From an optimization exercise on the open Yosys and OpenROAD flow, aimed at small area; shortcuts taken in it are not production practice. The RTL was checked by simulation tests, not by an equivalence proof against the original design. No driver is modelled on the clock port, so clocking that relies on it looks cheaper here than on a real chip. No activity file was given, so power comes from the tool's default toggle rates.

==> flow/design.v (excerpt) <==
module votingmachine(
    input reset,
    input clk,
    input mode,
    input button1,
    input button2,
    input button3,
    input button4,
    output [7:0] leds
);
For scale: roughly 190 cells after synthesis, roughly 2200 um^2 of cells after synthesis.
clock: 5.0 ns
lec_check: 0
cap_margin: 20
core_margin: 2
core_utilization: 70
place_density: 0.95
slew_margin: 20
standard.sh (not shown) runs the stock make flow with config.mk's settings and CLKGATE_MAP_FILE= SYNTH_SCRIPT=/design/flow/synth_recipe.tcl, a recipe that flattens the netlist after the stock synthesis.
==> flow/flow/run.sh <==
#!/bin/bash
# Layout flow: the standard ORFS flow (standard.sh) with these changes:
#  - synthesis is the standard flow's synthesis script unchanged except for the ABC
#    script that maps the logic: each area-oriented script in flow/abc/ is
#    tried (in its own scratch folder under trials/), and the one that gives
#    the smallest synthesized cell area is used for the real synthesis.
#    Registers are mapped before ABC runs, so they are the same for every
#    script;
#  - ports are buffered with sky130_fd_sc_hd__buf_1;
set -euo pipefail
HERE=$(pwd)

# synthesis script for ABC script $1: ORFS's synth.tcl with the ABC script
# swapped, sourced from the standard flow's synthesis script in place of synth.tcl.
make_synth() {
  local abc=$1 tag=$2
  sed "s|log_cmd abc {\*}\$abc_args|set abc_args [lreplace \$abc_args 1 1 $abc]\n  log_cmd abc {*}\$abc_args|" \
    "$FLOW_HOME/scripts/synth.tcl" > "$HERE/synth_$tag.tcl"
  grep -q "$abc" "$HERE/synth_$tag.tcl"
  sed "s|source \$::env(SCRIPTS_DIR)/synth.tcl|source $HERE/synth_$tag.tcl|" synth_recipe.tcl > "$HERE/synth_recipe_$tag.tcl"
  grep -q "synth_$tag.tcl" "$HERE/synth_recipe_$tag.tcl"
}

# Try each ABC script, 4 at a time.
mkdir -p "$HERE/trials"
for abc in "$HERE"/flow/abc/*.abc; do
  tag=$(basename "$abc" .abc)
  make_synth "$abc" "$tag"
  sed -e "s|SYNTH_SCRIPT=[^ ]*|SYNTH_SCRIPT=$HERE/synth_recipe_$tag.tcl|" \
      -e "s|WORK_HOME=[^ ]*|WORK_HOME=$HERE/trials/$tag|" standard.sh > "$HERE/trials/$tag.sh"
  grep -q "trials/$tag " "$HERE/trials/$tag.sh"
  ( bash "$HERE/trials/$tag.sh" synth > "$HERE/trials/$tag.log" 2>&1 || true ) &
  while [ "$(jobs -rp | wc -l)" -ge 4 ]; do sleep 1; done
done
wait
best=""; best_area=""
for abc in "$HERE"/flow/abc/*.abc; do
  tag=$(basename "$abc" .abc)
  stat=$(ls "$HERE"/trials/$tag/reports/*/votingmachine/base/synth_stat.txt 2>/dev/null | head -1 || true)
  [ -n "$stat" ] || continue
  area=$(awk '/Chip area for module/ {print $NF}' "$stat" | tail -1)
  [ -n "$area" ] || continue
  echo "$tag $area" >> "$HERE/trials/areas.txt"
  if [ -z "$best" ] || awk -v a="$area" -v b="$best_area" 'BEGIN{exit !(a<b)}'; then
    best=$tag; best_area=$area
  fi
done
[ -n "$best" ]
echo "chosen ABC script: $best ($best_area um2)" | tee -a "$HERE/trials/areas.txt"
rm -rf "$HERE"/trials/*/objects "$HERE"/trials/*/results

sed "s|SYNTH_SCRIPT=[^ ]*|SYNTH_SCRIPT=$HERE/synth_recipe_$best.tcl|" standard.sh > "$HERE/standard_area.sh"
grep -q "synth_recipe_$best.tcl" "$HERE/standard_area.sh"

export BUFFER_PORTS_ARGS="-buffer_cell sky130_fd_sc_hd__buf_1"
export POST_CTS_TCL="$HERE/flow/post_cts.tcl"
export CTS_ARGS="-sink_clustering_enable -repair_clock_nets -dont_use_dummy_load -buf_list {sky130_fd_sc_hd__clkbuf_4}"

bash "$HERE/standard_area.sh" synth > "$HERE/synth.log" 2>&1
bash standard.sh > "$HERE/layout.log" 2>&1
==> flow/flow/post_cts.tcl <==
proc clk_sink_slew { inst } {
  set net [get_nets -of_objects [get_pins [get_full_name $inst]/X]]
  set worst 0
  foreach p [get_pins -of_objects $net -filter "direction==input"] {
    set s [get_property $p slew_max]
    if { $s > $worst } { set worst $s }
  }
  return $worst
}
set leaves {}
set root {}
foreach inst [get_cells clkbuf_*] {
  set net [get_nets -of_objects [get_pins [get_full_name $inst]/X]]
  set has_ff 0
  foreach p [get_pins -of_objects $net -filter "direction==input"] {
    if { [get_property $p is_clock] } { set has_ff 1 }
  }
  if { $has_ff } { lappend leaves $inst } else { lappend root $inst }
}
estimate_parasitics -placement
foreach inst $root {
  puts "clock root [get_full_name $inst]: [get_property $inst ref_name] -> sky130_fd_sc_hd__clkbuf_2"
  replace_cell $inst sky130_fd_sc_hd__clkbuf_2
}
foreach inst $leaves {
  foreach cell {sky130_fd_sc_hd__clkbuf_4 sky130_fd_sc_hd__clkbuf_8 sky130_fd_sc_hd__clkbuf_16} {
    replace_cell $inst $cell
    estimate_parasitics -placement
    set s [clk_sink_slew $inst]
    puts "clock leaf [get_full_name $inst]: $cell slew $s"
    if { $s < 0.110 } { break }
  }
}
detailed_placement
check_placement -verbose
estimate_parasitics -placement
foreach inst $leaves { puts "final leaf [get_full_name $inst] [get_property $inst ref_name] [clk_sink_slew $inst]" }
Other scripts of this flow, unchanged in this note and not shown: flow/flow/abc/a1.abc, flow/flow/abc/b6.abc, flow/flow/abc/c6.abc, flow/flow/abc/e10.abc, flow/flow/abc/e2.abc, flow/flow/abc/e3.abc, flow/flow/abc/e5.abc, flow/flow/abc/e9.abc
The baseline finished clean.
Rerun with:
PLACE_DENSITY = unset   (was 0.95)
=>
- sequential share of layout area increases by 0.15 points
- count of clock-buffer cells in the layout does not change
- final area hardly moves
Rerun with:
PLACE_DENSITY = 0.85   (was unset)
Outcome: The new run passed the timing, design-rule and antenna checks. Wire length grows by a few percent. Setup slack degrades by 83 ps. Design area stays flat. First-iteration DRC count grows by well over a third. Total power grows by a few percent. Clock skew shrinks by 21 ps. Via count grows by a few percent. Die area does not change. Clock power grows by a little under a tenth.
Rerun with:
--- a/flow/flow/post_cts.tcl
+++ b/flow/flow/post_cts.tcl
@@ -24,5 +24,5 @@
 }
 foreach inst $leaves {
-  foreach cell {sky130_fd_sc_hd__clkbuf_4 sky130_fd_sc_hd__clkbuf_8 sky130_fd_sc_hd__clkbuf_16} {
+  foreach cell {sky130_fd_sc_hd__clkbuf_4 sky130_fd_sc_hd__buf_6 sky130_fd_sc_hd__clkbuf_8 sky130_fd_sc_hd__clkbuf_16} {
     replace_cell $inst $cell
     estimate_parasitics -placement
PLACE_DENSITY = unset   (was 0.85)
Outcome: The changed run finished with timing, DRC and antenna clean; final area decreases by 0.59%; critical path depth stays the same; sequential power is about the same; die area is unchanged; synthesized area does not change; via count decreases by 2.9%; core utilization decreases by 0.46 points; hold slack is worse by 8.6 ps.
Rerun with:
--- a/flow/flow/post_cts.tcl
+++ b/flow/flow/post_cts.tcl
@@ -24,10 +24,10 @@
 }
 foreach inst $leaves {
-  foreach cell {sky130_fd_sc_hd__clkbuf_4 sky130_fd_sc_hd__buf_6 sky130_fd_sc_hd__clkbuf_8 sky130_fd_sc_hd__clkbuf_16} {
+  foreach cell {sky130_fd_sc_hd__clkbuf_4 sky130_fd_sc_hd__clkbuf_8 sky130_fd_sc_hd__clkbuf_16} {
     replace_cell $inst $cell
     estimate_parasitics -placement
     set s [clk_sink_slew $inst]
     puts "clock leaf [get_full_name $inst]: $cell slew $s"
-    if { $s < 0.110 } { break }
+    if { $s < 0.115 } { break }
   }
 }
Outcome: The changed run ran to the end with no violations. Clock power goes up by about 3%. Power increases by 0.66%. Synthesized cell count is unchanged. Clock-buffer cell count does not change. Cell area is higher by 0.32%. Worst hold slack improves by 4.2 ps. Sequential power barely changes. Register-to-register slack hardly moves.

## static timing again, ports no longer ideal
Ports are ideal in the flow. The routed layouts listed here were re-timed in OpenROAD.
Step 1 (the two cells are an assumption about what drives the block):
set clk [get_ports {clk}]
set_driving_cell -lib_cell sky130_fd_sc_hd__clkbuf_16 $clk
set_driving_cell -lib_cell sky130_fd_sc_hd__buf_2 [delete_from_list [all_inputs] $clk]
Step 2 also shifts input and output timing later by t, the mid clock arrival at the registers, as if the neighbouring blocks saw the same clock.
Three values: no drivers, after step 1, after step 2; two values: the first two.
run | shift t [ns] | setup slack, ns | worst hold slack (ns) | slew at the worst register clock pin (ns)
the first run | 0.431 | 1.888 / 1.866 / 2.058 | 0.474 / 0.474 / 0.474 | 0.09 / 0.09
the second run | 0.402 | 2.009 / 1.986 / 2.052 | 0.471 / 0.471 / 0.471 | 0.10 / 0.10
the third run | 0.398 | 1.926 / 1.906 / 2.013 | 0.475 / 0.475 / 0.475 | 0.08 / 0.08
the fourth run | 0.393 | 2.037 / 2.014 / 2.056 | 0.467 / 0.467 / 0.467 | 0.10 / 0.10
the fifth run | 0.402 | 2.009 / 1.986 / 2.052 | 0.471 / 0.471 / 0.471 | 0.10 / 0.10
After both steps setup and hold are still met in every run listed.
